Context: an optimization exercise on an open-source flow, tuned for small area, a short achievable clock period and few clock cycles per item. The choices shown serve that exercise and are no tape-out recipe.
Function was checked by simulation only, so behaviour that the tests miss may differ from the original.
Power and IR drop assume default switching activity.

--- flow/run.sh ---
#!/bin/bash
# synth_recipe.tcl (not shown) runs the flow's synth.tcl, then flattens the netlist and writes it again
# the make line also repeats each setting of config.mk as NAME=value (left out here)
make -C /OpenROAD-flow-scripts/flow DESIGN_CONFIG=/design/flow/config.mk WORK_HOME=/design/flow/orfs CLKGATE_MAP_FILE= SYNTH_SCRIPT=/design/flow/synth_recipe.tcl finish
--- flow/design.v ---
`timescale 1ns / 1ps
module qtwosComp(
    input [N-2:0] a,
    output [2*N-1:0] b
    );
	reg [2*N-1:0] data;
	reg [2*N-1:0] flip;
	reg [2*N-1:0] out;
	parameter Q = 15;
	parameter N = 32;
	assign b = out;
	always @*
	begin
		data <= a;		 
	end
	always @*
	begin
		flip <= ~a;
	end
	always @*
	begin
		out <= flip + 1;
	end
endmodule
`timescale 1ns / 1ps
module qmult(
    input [N-1:0] a,
    input [N-1:0] b,
    output [N-1:0] c
    );
	wire [2*N-1:0] a_ext;
	wire [2*N-1:0] b_ext;
	wire [2*N-1:0] r_ext;
	reg [2*N-1:0] a_mult;
	reg [2*N-1:0] b_mult;
	reg [2*N-1:0] result;
	reg [N-1:0] retVal;
	parameter Q = 8;
	parameter N = 20;
	qtwosComp #(Q,N) comp_a (a[N-2:0], a_ext);
	qtwosComp #(Q,N) comp_b (b[N-2:0], b_ext);
	qtwosComp #(Q,N) comp_r (result[N-2+Q:Q], r_ext);
	assign c = retVal;
	always @*
	begin
		if(a[N-1] == 1)
			a_mult <= a_ext;
		else
			a_mult <= a;
		if(b[N-1] == 1)
			b_mult <= b_ext;
		else
			b_mult <= b;		
	end 
	always @*
	begin
		result <= a_mult * b_mult;
	end
	always @*
	begin		
		if((a[N-1] == 1 && b[N-1] == 0) || (a[N-1] == 0 && b[N-1] == 1)) begin
			retVal[N-1] <= 1;
			retVal[N-2:0] <= r_ext[N-2:0];
		end
		else begin
			retVal[N-1] <= 0;
			retVal[N-2:0] <= result[N-2+Q:Q];
		end
	end
endmodule
`timescale 1ns / 1ps
module qadd(
    input [N-1:0] a,
    input [N-1:0] b,
    output reg [N-1:0] c
    );
	parameter Q = 15;
	parameter N = 28;
reg [N-1:0] res;
always @* begin
    if ( res[N-2:0] == 0 )
        c = 0;
    else
        c = res;
end
always @*
begin
	if(a[N-1] == 1 && b[N-1] == 1) begin
		res[N-1] = 1;
		res[N-2:0] = a[N-2:0] + b[N-2:0];
	end
	else if(a[N-1] == 0 && b[N-1] == 0) begin
		res[N-1] = 0;
		res[N-2:0] = a[N-2:0] + b[N-2:0];
	end
	else if(a[N-1] == 0 && b[N-1] == 1) begin
		if(a[N-2:0] > b[N-2:0]) begin
			res[N-1] = 0;
			res[N-2:0] = a[N-2:0] - b[N-2:0];
		end
		else begin
			res[N-1] = 1;
		    res[N-2:0] = b[N-2:0] - a[N-2:0];
        end
	end
	else begin
        if(a[N-2:0] > b[N-2:0]) begin
            res[N-1] = 1;
            res[N-2:0] = a[N-2:0] - b[N-2:0];
        end
        else begin
            res[N-1] = 0;
            res[N-2:0] = b[N-2:0] - a[N-2:0];
        end
    end
end
endmodule
`timescale 1ns / 1ps
module negar(
    in,
    neg_in
    );
input logic [N-1:0] in;
output logic [N-1:0] neg_in;
parameter Q = 15;
parameter N = 28;    
logic [N-1:0] aux;
always_comb begin
    if ( in[N-1] == 1) begin
        neg_in[N-1] = 0; 
        neg_in[N-2:0] = in[N-2:0];
    end
    else begin
        neg_in[N-1] = 1;
        neg_in[N-2:0] = in[N-2:0];
    end
end
endmodule
`timescale 1ns / 1ps
module qdiv(
	input [N-1:0] dividend,
	input [N-1:0] divisor,
	input rst,
	input start,
	input clk,
	output reg [N-1:0] quotient_out,
	output complete
	);
	parameter Q = 8;
	parameter N = 20;
	reg [N-1:0] quotient;
	reg [N-1:0] dividend_copy;
	reg [2*(N-1)-1:0] divider_copy;
	reg [5:0] bitn; 
	reg done;
	always @* begin
	   if (dividend[N-2:0] == 0 )
	       quotient_out = 0;
       else
           quotient_out = quotient;
	end
	assign complete = done;
	always @( posedge clk ) 
	begin
		if( rst )
			done <= 1'b1;
		else if( done && start ) begin
			done <= 1'b0;
			bitn <= N+Q-2;
			quotient <= 0;
			dividend_copy <= {1'b0,dividend[N-2:0]};
			divider_copy[2*(N-1)-1] <= 0;
			divider_copy[2*(N-1)-2:N-2] <= divisor[N-2:0];
			divider_copy[N-3:0] <= 0;
			if((dividend[N-1] == 1 && divisor[N-1] == 0) || (dividend[N-1] == 0 && divisor[N-1] == 1))
				quotient[N-1] <= 1;
			else
				quotient[N-1] <= 0;
		end 
		else if(!done) begin
			if(dividend_copy >= divider_copy) begin
				dividend_copy <= dividend_copy - divider_copy;
				quotient[bitn] <= 1'b1;
			end
			divider_copy <= divider_copy >> 1;
			if(bitn == 0)
				done <= 1'b1;
			bitn <= bitn - 1;	
		end
	end
endmodule
`timescale 1ns / 1ps
module bits2temp1(
    clk,
    rst,
    start,
    yk,
    done,
    yT
    );
input wire clk;
input wire rst;
input wire start;
input wire [11:0] yk;
output reg done;
output reg [N-1:0] yT;
parameter Q = 15;
parameter N = 28;
localparam V = 163840;   
localparam inv_res_V = 40662109;  
localparam gain = 9863168;  
localparam c = 32932;  
localparam b = 6619300;   
localparam betha = 8511169;  
localparam dos = 65536;  
localparam S_IDLE = 3'd0;
localparam S_D1S  = 3'd1;
localparam S_D1W  = 3'd2;
localparam S_D2S  = 3'd3;
localparam S_D2W  = 3'd4;
localparam S_D3S  = 3'd5;
localparam S_D3W  = 3'd6;
reg [2:0] state;
reg [N-1:0] bits;
reg [N-1:0] Vg;
reg [N-1:0] gain_Vg;
wire st1 = (state == S_D1S);
wire st2 = (state == S_D2S);
wire st3 = (state == S_D3S);
wire done1, done2, done3;
wire [N-1:0] q_Vg;
qdiv #(Q,N) div_Vg (bits, inv_res_V, rst, st1, clk, q_Vg, done1);
wire [N-1:0] q_gain_Vg;
qdiv #(Q,N) div1 (gain, Vg, rst, st2, clk, q_gain_Vg, done2);
wire [N-1:0] V_gain_Vg;
qmult #(Q,N) mult1 (V, gain_Vg, V_gain_Vg);
wire [N-1:0] neg_V_gain_Vg;
negar #(Q,N) neg2 (V_gain_Vg,neg_V_gain_Vg);
wire [N-1:0] den;
qadd #(Q,N) sum1 ( neg_V_gain_Vg, c, den);
wire [N-1:0] num;
negar #(Q,N) neg1 (b,num);
wire [N-1:0]  aux1;
qdiv #(Q,N) div2 (num, den, rst, st3, clk, aux1, done3);
wire [N-1:0] t_o;
qmult #(Q,N) mult2 (betha, aux1, t_o);
always @(posedge clk) begin
    done <= 1'b0;
    if (rst) begin
        state <= S_IDLE;
    end
    else begin
        case (state)
        S_IDLE: if (start) begin
                    bits <= {1'b0, (yk == 0) ? 12'd1 : yk, {Q{1'b0}}};
                    state <= S_D1S;
                end
        S_D1S:  state <= S_D1W;
        S_D1W:  if (done1) begin
                    Vg <= q_Vg;
                    state <= S_D2S;
                end
        S_D2S:  state <= S_D2W;
        S_D2W:  if (done2) begin
                    gain_Vg <= q_gain_Vg;
                    state <= S_D3S;
                end
        S_D3S:  state <= S_D3W;
        S_D3W:  if (done3) begin
                    yT <= t_o;
                    done <= 1'b1;
                    state <= S_IDLE;
                end
        default: state <= S_IDLE;
        endcase
    end
end
endmodule
`timescale 1ns / 1ps
module lowpass_filter(
    clk,
    rst,
    start,
    yT,
    yT_filt
    );
input logic clk;
input logic rst;
input logic start;
input logic [N-1:0] yT;
output logic [N-1:0] yT_filt;
parameter Q = 15; 
parameter N = 28;
localparam offset = 0;
localparam neg_a1 = 64567; 
localparam a2 = 31813;
localparam a3 = 0; 
localparam a4 = 0;
localparam a5 = 0; 
localparam b0 = 4;
localparam b1 = 7;
localparam b2 = 4;
localparam b3 = 0;
localparam b4 = 0;
localparam b5 = 0;
logic [N-1:0] a1; 
negar #(Q,N) neg0 (neg_a1,a1);
logic [N-1:0] y0; 
logic [N-1:0] y1; 
logic [N-1:0] y2; 
logic [N-1:0] y3;
logic [N-1:0] y4; 
logic [N-1:0] y5;
logic [N-1:0] u1;  
logic [N-1:0] u2;  
logic [N-1:0] u3;  
logic [N-1:0] u4;  
logic [N-1:0] u5; 
always_ff @(posedge clk) begin
    if (rst) begin
        y5 <= 0;
        y4 <= 0;
        y3 <= 0;
        y2 <= 0;
        y1 <= 0;
        y0 <= 0;
        u5 <= 0;
        u4 <= 0;
        u3 <= 0;
        u2 <= 0;
        u1 <= 0;
    end
    else if (start) begin
        y5 <= y4;
        y4 <= y3;
        y3 <= y2;
        y2 <= y1; 
        y1 <= y0;
        y0 <= yT;
        u5 <= u4; 
        u4 <= u3; 
        u3 <= u2;
        u2 <= u1;
        u1 <=  u0 + offset;
    end
end
logic [N-1:0] yb0; 
qmult #(Q,N) multb0 (b0, y0, yb0);
logic [N-1:0] yb1; 
qmult #(Q,N) multb1 (b1, y1, yb1);
logic [N-1:0] yb2; 
qmult #(Q,N) multb2 (b2, y2, yb2);
logic [N-1:0] yb3; 
qmult #(Q,N) multb3 (b3, y3, yb3);
logic [N-1:0] yb4; 
qmult #(Q,N) multb4 (b4, y4, yb4);
logic [N-1:0] yb5; 
qmult #(Q,N) multb5 (b5, y5, yb5);
logic [N-1:0] auxb0;  
qadd #(Q,N) sumb0 (yb0, yb1, auxb0);
logic [N-1:0] auxb1;  
qadd #(Q,N) sumb1 (yb2, yb3, auxb1);
logic [N-1:0] auxb2;  
qadd #(Q,N) sumb2 (yb4, yb5, auxb2);
logic [N-1:0] auxb3;  
qadd #(Q,N) sumb3 (auxb0, auxb1, auxb3);
logic [N-1:0] yb;  
qadd #(Q,N) sumb (auxb2, auxb3, yb);
logic [N-1:0] ua1; 
qmult #(Q,N) multa1 (a1, u1, ua1);
logic [N-1:0] ua2; 
qmult #(Q,N) multa2 (a2, u2, ua2);
logic [N-1:0] ua3; 
qmult #(Q,N) multa3 (a3, u3, ua3);
logic [N-1:0] ua4; 
qmult #(Q,N) multa4 (a4, u4, ua4);
logic [N-1:0] ua5; 
qmult #(Q,N) multa5 (a5, u5, ua5);
logic [N-1:0] auxa1;  
qadd #(Q,N) suma1 (ua1, ua2, auxa1);
logic [N-1:0] auxa2;  
qadd #(Q,N) suma2 (ua3, ua4, auxa2);
logic [N-1:0] auxa3;  
qadd #(Q,N) suma3 (auxa1, auxa2, auxa3);
logic [N-1:0] ua;  
qadd #(Q,N) suma (auxa3, ua5, ua);
logic [N-1:0] ya; 
negar #(Q,N) nega (ua,ya);
logic [N-1:0] u0;  
qadd #(Q,N) sum_ab (yb, ya, u0);
always_ff @(posedge clk) begin
    yT_filt <= u0; 
end
endmodule
`timescale 1ns / 1ps
module pt100_temp (
    input  wire        clk,
    input  wire        rst,
    input  wire        in_valid,
    output wire        in_ready,
    input  wire [11:0] yk,
    output wire        out_valid,
    output wire [27:0] temp,
    output wire [27:0] temp_filt,
    output wire        alarm
    );
localparam [26:0] C1 = 27'd40662109;     
localparam [26:0] HT = 27'd2457600;
localparam S_IDLE = 2'd0, S_D2 = 2'd1, S_T2 = 2'd2, S_D3 = 2'd3;
reg        rst_r;     
reg [1:0]  state;
reg [11:0] ybuf;      
reg        yv;
reg [27:0] P;         
reg [26:0] D;         
reg [27:0] Q;         
reg [5:0]  cnt;       
reg [15:0] KM;        
reg        dsign;     
assign in_ready = ~(yv | rst_r);
wire accept = in_valid & ~yv & ~rst_r;
wire [26:0] de1 = {D[26:15], D[14:0] & KM[15:1]};
wire [26:0] de2 = {D[26:15], D[14:0] & KM[14:0]};
reg nb1, nb2;
always @* begin
    nb1 = 1'b0; nb2 = 1'b0;
    if (state == S_D2) begin
        case (cnt)
        6'd31, 6'd33: nb1 = 1'b1;
        default: nb1 = 1'b0;
        endcase
        nb2 = (cnt == 6'd35);            
    end else if (state == S_D3) begin
        case (cnt)
        6'd21, 6'd23: nb1 = 1'b1;
        default: nb1 = 1'b0;
        endcase
        nb2 = (cnt == 6'd19);            
    end
end
wire [28:0] s1  = {1'b0, P} - {2'b0, de1};
wire        q1  = ~s1[28];
wire [29:0] X   = {1'b0, P, nb1};
wire [29:0] A2  = X - {3'b0, de2};
wire [29:0] B2  = X - {2'b0, de1, 1'b0} - {3'b0, de2};
wire        q2  = q1 ? ~B2[29] : ~A2[29];
wire [26:0] r2  = q1 ? (q2 ? B2[26:0] : {s1[25:0], nb1})
                     : (q2 ? A2[26:0] : X[26:0]);
wire [27:0] pn  = {r2, nb2};
wire        last = (cnt == 6'd1);
wire [1:0]  km_in = {cnt >= 6'd17, cnt >= 6'd19};
reg [5:0]  p0_2;
reg [27:0] pi_2;
always @* begin
    casez (V1[16:5])
    12'b1???????????: begin p0_2 = 6'd23; pi_2 = 28'd38528; end
    12'b01??????????: begin p0_2 = 6'd23; pi_2 = 28'd38528; end
    12'b001?????????: begin p0_2 = 6'd25; pi_2 = 28'd9632;  end
    12'b0001????????: begin p0_2 = 6'd25; pi_2 = 28'd9632;  end
    12'b00001???????: begin p0_2 = 6'd27; pi_2 = 28'd2408;  end
    12'b000001??????: begin p0_2 = 6'd27; pi_2 = 28'd2408;  end
    12'b0000001?????: begin p0_2 = 6'd29; pi_2 = 28'd602;   end
    12'b00000001????: begin p0_2 = 6'd29; pi_2 = 28'd602;   end
    12'b000000001???: begin p0_2 = 6'd31; pi_2 = 28'd150;   end
    12'b0000000001??: begin p0_2 = 6'd31; pi_2 = 28'd150;   end
    12'b00000000001?: begin p0_2 = 6'd33; pi_2 = 28'd37;    end
    12'b000000000001: begin p0_2 = 6'd33; pi_2 = 28'd37;    end
    default:          begin p0_2 = 6'd35; pi_2 = 28'd9;     end
    endcase
end
wire        gs  = Q[27];
wire [26:0] m5  = Q[26:0] + {Q[24:0], 2'b00};
wire [27:0] e   = {1'b0, m5} + (gs ? 28'd32932 : 28'hfff7f5c);
wire        en  = ~gs & e[27];
wire [15:0] eneg = ~e[15:0] + 16'd1;
wire [26:0] dm  = en ? {11'd0, eneg} : e[26:0];
wire        ds  = ~gs & ~en & (e[26:0] != 27'd0);
reg [5:0]  p0_3;
reg [27:0] pi_3;
reg [15:0] km_3;
always @* begin
    km_3 = 16'hffff;
    casez (dm[26:10])
    17'b1????????????????: begin p0_3 = 6'd11; pi_3 = 28'd105908800; km_3 = 16'hffe0; end
    17'b01???????????????: begin p0_3 = 6'd13; pi_3 = 28'd26477200; km_3 = 16'hfff8; end
    17'b001??????????????: begin p0_3 = 6'd13; pi_3 = 28'd26477200; km_3 = 16'hfff8; end
    17'b0001?????????????: begin p0_3 = 6'd15; pi_3 = 28'd6619300; km_3 = 16'hfffe; end
    17'b00001????????????: begin p0_3 = 6'd15; pi_3 = 28'd6619300; km_3 = 16'hfffe; end
    17'b000001???????????: begin p0_3 = 6'd17; pi_3 = 28'd1654825; end
    17'b0000001??????????: begin p0_3 = 6'd17; pi_3 = 28'd1654825; end
    17'b00000001?????????: begin p0_3 = 6'd19; pi_3 = 28'd413706; end
    17'b000000001????????: begin p0_3 = 6'd19; pi_3 = 28'd413706; end
    17'b0000000001???????: begin p0_3 = 6'd21; pi_3 = 28'd103426; end
    17'b00000000001??????: begin p0_3 = 6'd21; pi_3 = 28'd103426; end
    17'b000000000001?????: begin p0_3 = 6'd23; pi_3 = 28'd25856; end
    17'b0000000000001????: begin p0_3 = 6'd23; pi_3 = 28'd25856; end
    17'b00000000000001???: begin p0_3 = 6'd25; pi_3 = 28'd6464; end
    17'b000000000000001??: begin p0_3 = 6'd25; pi_3 = 28'd6464; end
    17'b0000000000000001?: begin p0_3 = 6'd27; pi_3 = 28'd1616; end
    17'b00000000000000001: begin p0_3 = 6'd27; pi_3 = 28'd1616; end
    default:               begin p0_3 = 6'd29; pi_3 = 28'd404; end
    endcase
end
localparam U_IDLE = 2'd0, U_RUN = 2'd1, U_DONE = 2'd2;
reg [1:0]  ust;
reg [26:0] P1;
reg [16:0] V1;        
reg [3:0]  c1;        
wire [11:0] y1  = (ybuf == 12'd0) ? 12'd1 : ybuf;
wire [12:0] yd  = {1'b0, y1} - 13'd2482;
wire        q16 = ~yd[12];
integer k;
reg [14:0] km1;
always @* begin
    for (k = 0; k < 15; k = k + 1)
        km1[k] = (c1 >= 15 - k);
end
wire [26:0] de0 = {C1[26:15], C1[14:0] & km1};
wire [27:0] s0  = {1'b0, P1} - {1'b0, de0};
wire        q0  = ~s0[27];
wire [25:0] r0  = q0 ? s0[25:0] : P1[25:0];
wire startm = ((state == S_IDLE) | ((state == S_D3) & last)) & (ust == U_DONE);
wire start1 = yv & ((ust == U_IDLE) | ((ust == U_DONE) & startm));
wire tload  = (state == S_D3) & last;
always @(posedge clk) begin
    rst_r <= rst;
    if (rst_r) begin
        state <= S_IDLE;
        ust   <= U_IDLE;
        yv    <= 1'b0;
    end else begin
        if (accept) begin
            ybuf <= yk;
            yv   <= 1'b1;
        end else if (start1)
            yv   <= 1'b0;
        if (start1) begin
            P1  <= q16 ? {yd[11:0], 15'd5958} : {y1, 15'd0};
            V1  <= {16'd0, q16};
            c1  <= 4'd15;
            ust <= U_RUN;
        end else if (ust == U_RUN) begin
            P1  <= {r0, 1'b0};
            V1  <= {V1[15:0], q0};
            c1  <= c1 - 4'd1;
            if (c1 == 4'd0) ust <= U_DONE;
        end else if (startm)
            ust <= U_IDLE;
        if (startm) begin
            D     <= {10'd0, V1};
            P     <= pi_2;
            cnt   <= p0_2;
            KM    <= 16'hffff;
            Q     <= 28'd0;
            state <= S_D2;
        end else begin
            case (state)
            S_D2: begin
                P   <= pn;
                Q   <= {Q[25:0], q1, q2};
                cnt <= cnt - 6'd2;
                KM  <= {KM[13:0], km_in};
                if (last) state <= S_T2;
            end
            S_T2: begin
                D     <= dm;
                dsign <= ds;
                P     <= pi_3;
                cnt   <= p0_3;
                KM    <= km_3;
                Q     <= 28'd0;
                state <= S_D3;
            end
            S_D3: begin
                P   <= pn;
                Q   <= {Q[25:0], q1, q2};
                cnt <= cnt - 6'd2;
                KM  <= {KM[13:0], km_in};
                if (last) state <= S_IDLE;
            end
            default: ;
            endcase
        end
    end
end
reg [27:0] T;         
reg        alarm_r;
reg [27:0] TF;        
reg [27:0] U1;        
reg [27:0] UA;        
reg [16:0] Py;        
reg [14:0] v4p;       
reg [28:0] ACC;
reg        sticky;
reg [3:0]  upc;
reg        run;
reg        ovr;
reg        tfl;       
assign temp      = T;
assign alarm     = alarm_r;
assign temp_filt = TF;
assign out_valid = ovr;
localparam SRC_T = 3'd0, SRC_PY = 3'd1, SRC_V4 = 3'd2, SRC_UA = 3'd3,
           SRC_U1 = 3'd4, SRC_TF = 3'd5;
reg [2:0] src;
reg [2:0] ma, mb;
reg [1:0] sa;         
reg [2:0] sb;         
reg [2:0] rs;         
reg       useacc;
reg       wr;
always @* begin
    src = SRC_T; ma = 3'd0; mb = 3'd0; sa = 2'd0; sb = 3'd0; rs = 3'd0;
    useacc = 1'b1; wr = 1'b0;
    case (upc)
    4'd0:  begin src = SRC_T;  useacc = 1'b0; ma = 3'd1; mb = 3'd2; sb = 3'd4; rs = 3'd3; end  
    4'd1:  begin src = SRC_T;  ma = 3'd2; mb = 3'd2; sb = 3'd3; rs = 3'd2; end                 
    4'd2:  begin src = SRC_T;  ma = 3'd1; sa = 2'd2; mb = 3'd1; sb = 3'd5; end                 
    4'd3:  begin src = SRC_T;  useacc = 1'b0; ma = 3'd3; rs = 3'd5; end                        
    4'd4:  begin src = SRC_PY; ma = 3'd1; end
    4'd5:  begin src = SRC_UA; ma = 3'd2; wr = 1'b1; end
    4'd6:  begin src = SRC_T;  useacc = 1'b0; ma = 3'd4; mb = 3'd3; sb = 3'd1; rs = 3'd6; end
    4'd7:  begin src = SRC_V4; ma = 3'd1; end
    4'd8:  begin src = SRC_U1; useacc = 1'b0; ma = 3'd3; mb = 3'd3; sb = 3'd0; rs = 3'd1; end  
    4'd9:  begin src = SRC_U1; ma = 3'd3; mb = 3'd4; sb = 3'd2; rs = 3'd4; end                 
    4'd10: begin src = SRC_U1; ma = 3'd3; wr = 1'b1; end
    4'd11: begin src = SRC_TF; useacc = 1'b0; ma = 3'd3; mb = 3'd3; sb = 3'd1; rs = 3'd1; end  
    4'd12: begin src = SRC_TF; ma = 3'd4; mb = 3'd3; sb = 3'd2; rs = 3'd4; end                 
    4'd13: begin src = SRC_TF; ma = 3'd4; sa = 2'd1; wr = 1'b1; end
    4'd14: begin src = SRC_UA; ma = 3'd1; wr = 1'b1; end
    default: ;
    endcase
end
reg [34:0] sv;        
reg        ssg;       
always @* begin
    case (src)
    SRC_T:   begin sv = {8'd0, T[26:0]};       ssg = T[27];  end
    SRC_PY:  begin sv = {{18{Py[16]}}, Py};    ssg = 1'b0;   end
    SRC_V4:  begin sv = {{20{v4p[14]}}, v4p};  ssg = 1'b0;   end
    SRC_UA:  begin sv = {{7{UA[27]}}, UA};     ssg = 1'b0;   end
    SRC_U1:  begin sv = {8'd0, U1[26:0]};      ssg = U1[27]; end
    default: begin sv = {8'd0, TF[26:0]};      ssg = TF[27]; end
    endcase
end
reg [34:0] oa, ob;
always @* begin
    case (sa)
    2'd1:    oa = {sv[33:0], 1'b0};
    2'd2:    oa = {sv[32:0], 2'b00};
    default: oa = sv;
    endcase
    case (sb)
    3'd0:    ob = {sv[32:0], 2'd0};
    3'd1:    ob = {sv[31:0], 3'd0};
    3'd2:    ob = {sv[30:0], 4'd0};
    3'd3:    ob = {sv[29:0], 5'd0};
    3'd4:    ob = {sv[28:0], 6'd0};
    default: ob = {sv[26:0], 8'd0};
    endcase
end
function opneg(input [2:0] m, input sg);
    opneg = (m == 3'd2) | ((m == 3'd3) & sg) | ((m == 3'd4) & ~sg);
endfunction
wire na = opneg(ma, ssg);
wire nb = opneg(mb, ssg);
wire [34:0] xa = (ma == 3'd0) ? 35'd0 : (oa ^ {35{na}});
wire [34:0] xb = (mb == 3'd0) ? 35'd0 : (ob ^ {35{nb}});
wire [34:0] base = useacc ? {{6{ACC[28]}}, ACC} : 35'd0;
wire        cx = (upc == 4'd2) & T[27] & sticky;
wire [34:0] sum = base + xa + xb + {34'd0, na & (ma != 3'd0)}
                + {34'd0, nb & (mb != 3'd0)} + {34'd0, cx};
reg [28:0] shr;
reg        lost;
always @* begin
    lost = 1'b0;
    case (rs)
    3'd1:    shr = sum[34:6];
    3'd2:    begin shr = {sum[34], sum[34:7]};      lost = |sum[6:0]; end
    3'd3:    begin shr = {{2{sum[34]}}, sum[34:8]}; lost = |sum[7:0]; end
    3'd4:    shr = {{3{sum[34]}}, sum[34:9]};
    3'd5:    shr = {{7{sum[34]}}, sum[34:13]};
    3'd6:    shr = {{9{sum[34]}}, sum[34:15]};
    default: shr = sum[28:0];
    endcase
end
reg [28:0] res;
always @* begin
    res = shr;
    if (wr) begin
        if (shr[28:27] == 2'b01)      res[27] = 1'b0;
        else if (shr[28:27] == 2'b10) res[27] = 1'b1;
        else if (shr[28:27] == 2'b11 && shr[26:0] == 27'd0) res = 29'd0;
    end
end
wire [26:0] uabs = ACC[28] ? (~ACC[26:0] + 27'd1) : ACC[26:0];
always @(posedge clk) begin
    if (rst_r) begin
        run <= 1'b0; upc <= 4'd0; ovr <= 1'b0; tfl <= 1'b0;
        TF <= 28'd0; U1 <= 28'd0; UA <= 28'd0; Py <= 17'd0; v4p <= 15'd0;
    end else begin
        ovr <= tfl & ~rst;
        tfl <= run & (upc == 4'd5);
        if (tfl) begin
            TF <= {ACC[28], uabs};
            U1 <= TF;
        end
        if (tload) begin
            T   <= {~dsign | Q[25], Q[24:0], q1, q2};
            run <= 1'b1;
            upc <= 4'd0;
        end else if (run) begin
            ACC <= res;
            upc <= upc + 4'd1;
            if (upc == 4'd14) run <= 1'b0;
            case (upc)
            4'd0: sticky <= lost;
            4'd1: sticky <= sticky | lost;
            4'd2: begin
                T[26:0] <= res[26:0];
                alarm_r <= T[27] | (res[26:0] > HT);
            end
            4'd4: Py <= ACC[16:0];
            4'd7: begin Py <= res[16:0]; v4p <= Py[14:0]; end
            4'd10, 4'd14: UA <= res[27:0];
            default: ;
            endcase
        end
    end
end
endmodule
--- flow/config.mk ---
export PLATFORM = sky130hd
export DESIGN_NAME = pt100_temp
export DESIGN_NICKNAME = pt100_temp
export VERILOG_FILES = /design/flow/design.v
export SDC_FILE = /design/flow/constraint.sdc
export NUM_CORES = 4
export LEC_CHECK = 0
export ABC_AREA = 1
export CAP_MARGIN = 20
export CORE_MARGIN = 2
export CORE_UTILIZATION = 60
export PLACE_DENSITY = 0.75
export SLEW_MARGIN = 20
--- flow/constraint.sdc ---
create_clock -name core_clock -period 24.0 [get_ports {clk}]
set_input_delay 4.8000 -clock core_clock [delete_from_list [all_inputs] [get_ports {clk}]]
set_output_delay 4.8000 -clock core_clock [all_outputs]
set_load 0.01 [all_outputs]
==> notes.md <==
## sequential cells by signal, summed over array words and instances (netlist names), 4 cells and up
name / cells
v4p: 15
U1: 28
Py: 17
TF: 28
ybuf: 12
Q: 28
cnt: 5
P: 28
D: 27
upc: 4
c1: 4
UA: 28
V1: 17
T: 28
P1: 26
KM: 16
ACC: 29
## per-layer routing
| layer | wire length (µm) | vias to the layer above | GRT usage [%] |
|---|---|---|---|
| met5 | 26 | - | 0 |
| met4 | 4580 | 4 | 13.8 |
| met3 | 16900 | 307 | 10.6 |
| met2 | 48500 | 2291 | 57.7 |
| met1 | 51200 | 15900 | 61.2 |
| li1 | - | 16300 | - |
## where the power goes
part	internal [mW]	leakage, nW	total [mW]	switching (mW)
Combinational	0.0403	13.1	0.122	0.0820
Sequential	0.687	3.20	0.694	0.00710
Clock	0.401	0.717	0.691	0.290
## synth_stat cells, drive strengths merged (8+ instances only)
master,instances,area share (%)
nand2,1095,12
inv,710,7.9
nor2,480,5.5
o21ai,463,6.9
a21oi,332,5.0
nand3,280,4.5
ha,234,8.7
edfxtp,223,20
dfxtp,148,8.8
clkbuf,116,1.3
xor2,105,2.7
o22ai,80,1.5
nor3,68,1.2
fa,66,3.9
nand4,61,1.1
xnor2,57,1.5
o211ai,41,0.91
or2,38,0.70
buf,32,0.54
o221ai,29,0.75
o21bai,23,0.52
o2111ai,19,0.49
a211oi,17,0.38
a22oi,17,0.38
a31oi,17,0.31
a221oi,12,0.31
nor4,12,0.22
a21o,11,0.24
clkinv,10,0.11
and2,9,0.17
o31ai,9,0.21
o32ai,9,0.23
nand3b,8,0.18
o21a,8,0.18
## worst max-delay path, delay by kind of cell, from the launching register on
family	cells	cell delay, ps
AND/OR/NAND/NOR	18	2870
flip-flops	1	440
AO/OA/AOI/OAI	3	1310
buffers and inverters	6	1700
adder cells (fa/ha/maj)	3	1200
## worst max path at each step
stage               slack [ps]         startpoint             endpoint  depth (start not counted)
floorplan                17840   cnt[1]$_DFFE_PP_  KM[0]$_SDFFCE_PP1P_                         13
global placement         16610  src[2]$_SDFF_PN0_    ACC[28]$_DFFE_PP_                         33
detailed placement       16420  src[2]$_SDFF_PN0_    ACC[28]$_DFFE_PP_                         33
CTS                      16330  src[2]$_SDFF_PN0_    ACC[28]$_DFFE_PP_                         33
global route             15540  src[2]$_SDFF_PN0_    ACC[28]$_DFFE_PP_                         33
finish                   16180   sb[2]$_SDFF_PP0_    alarm_r$_DFFE_PP_                         30
## kinds of logic (layout without fill, tap and decap cells)
logic type               count (synthesis)  count (layout)  synth area share, %
other                                    0               1                    0
AO/OA/AOI/OAI                         1103            1103                 18.7
flip-flops                             371             371                 28.6
multiplexers                             3               3               0.0889
AND/OR/NAND/NOR                       2053            2053                 26.0
XOR/XNOR                               162             162                 4.22
adder cells (fa/ha/maj)                300             300                 12.6
buffers and inverters                  868             902                 9.83
## layout make-up
cell class | instances | area [µm²]
flip-flops and latches | 371 | 9660
diodes | 1 | 2.50
clock inverters | 18 | 256
repair buffers | 106 | 978
inverters | 720 | 2700
well taps | 748 | 936
multi-input cells | 3621 | 20900
fillers | 5035 | 18800
clock buffers | 58 | 1210
==> impl_metrics.py <==
metrics = {
    "global_route": {
        "antenna_found_initial": 4,
        "grt_usage_pct": 41.2,
        "grt_pass1_vias": 31200,
        "grt_remaining_overflow": 0,
        "grt_max_degree": 88,
        "grt_pass1_wl_mm": 183,
    },
    "flow_run": {
        "maxCapViolations": 0,
    },
    "clock_network": {
        "cts_setup_buffers": 0,
        "cts_buffers": 41,
        "cts_htree_levels": 2,
        "ctsHoldBuffers": 0,
        "clk_pin_slew_worst_paths_ps": 60,
        "cts_max_path_buffers": 3,
        "cts_tree": "yes",
        "clk_latency_ps": 610,
        "cts.sinks": 371,
        "cts-root-buf": "clkbuf_16",
        "cts_resized": 0,
    },
    "route": {
        "dr.pass1.iters": 9,
        "drcViolationCount": 0,
        "drt-total-wl_mm": 121,
        "dr.first_iter.drc_count": 5099,
        "vias": 34800,
        "avgRoutedWirePerCell_um": 21.5,
        "viasPerCell": 6.16,
        "final_antenna_net_count": 0,
    },
    "critical_path": {
        "worst-path-max-fanout": 37,
        "critPathSlowestCell": "clkinv_1",
        "crit_path_end_kind": "flop",
        "rrSetupSlack_ps": 16180,
        "rr_endpoint": "alarm_r$_DFFE_PP_",
        "path_class": "reg -> reg",
        "cp_common_cell": "nand2_1",
        "reg2reg_from": "sb[2]$_SDFF_PP0_",
        "cp-start-kind": "flop",
        "crit_required_ps": 24340,
        "crit_arrival_ps": 8170,
        "reg2reg_depth": 30,
        "slowest_delay_ps": 1000,
    },
    "pwr": {
        "p_per_area_mw_per_mm2": 41.2,
        "vdd_drop_max_mv": 0.0627,
        "p_leak_nw": 17.0,
        "totalPowerFinal_mw": 1.51,
    },
    "cells_and_area": {
        "final_cell_area_mm2": 0.0366,
        "area_delta_synth_final_pct": 8.35,
        "final_nets": 5176,
        "final_cell_mix": "nand2_1 (1072), inv_1 (692), nor2_1 (463)",
        "fin_util_pct": 66.0,
        "fin_cells": 5643,
        "drive_gt1_share_pct": 5.03,
        "final_common_cell": "nand2_1",
    },
    "sta": {
        "worst_slew_pin_slew_ps": 1140,
        "min_period_ps": 7820,
        "fin_setup_tns_ps": 0,
        "rsz0062_at_grt": "no",
        "finalHoldViolCount": 0,
        "relSlewSlack_pct": 23.5,
        "worst_hold_slack_ps": 467,
        "timing_max_transition_violations_final": 0,
        "period_share_pct": 32.6,
        "clock_skew_ps": 48.0,
        "setup_viol": 0,
        "fmaxAchievable_ghz": 0.128,
        "setup_slack_ps": 16180,
    },
    "placed_design": {
        "dpl_cell_area_mm2": 0.0351,
        "gp_congestion": 1.05,
        "io_buffers": 73,
        "dpl.cell_count": 5565,
        "hpwl_mm": 94.8,
        "post-place-ws_ps": 16420,
    },
    "worst_hold_path": {
        "holdPathStages": 2,
        "min_to": "v4p[12]$_SDFFE_PP0P_",
        "holdCritPathClass": "reg -> reg",
        "min_from": "v4p[12]$_SDFFE_PP0P_",
    },
    "synthesis": {
        "async_flop_share_pct": 0,
        "syn-num-nets": 5175,
        "synth_edf_count": 223,
        "yosys_warnings": 1,
        "syn-cell-area_mm2": 0.0338,
        "synthFlopType": "edfxtp_1",
        "ys_seq_elements": 371,
        "syn_inst": 4860,
        "synth_cell_types": 67,
        "yosysSeqAreaShare_pct": 28.6,
        "avgSynthCellArea_um2": 6.95,
    },
    "die": {
        "rows": 86,
        "die_h_um": 241,
        "start_util_pct": 61.0,
        "die_w_um": 241,
        "core_mm2": 0.0554,
        "dieArea_mm2": 0.0582,
        "top_level_ports": 74,
    },
    "run_status": {
        "outcome": "finished clean",
    },
}
Testbench counts, summed over its fixed seeds: cycles 19,686, samples 960.

[separate check: timing with driven ports]
In the flow no input, the clock included, has a driving cell. The finished layout below was timed again as built, in two steps.
Step 1: set_driving_cell puts a clkbuf_16 on clk and a buf_2 on each other input, an assumption about the parent block.
Step 2 adds t to the input delays and takes it off the output delays; t is the mean of the earliest and latest rising clock arrival at the registers after step 1. Input paths then give back, and output paths get back, about the clock's delay inside the block.
a / b / c = no drivers / after step 1 / after step 2; a / b = the first two.
t, ns: 0.649
setup slack, ns: 16.176 / 16.176 / 16.176
slew at the worst register clock pin (ns): 0.07 / 0.07
worst data-port slew with drivers (ns): 0.05
pins driven straight from the clock port: 1
After both steps setup and hold are still met in this run. For this run, drivers alone change the setup slack by 0.000 ns; drivers and shift together by 0.000 ns.
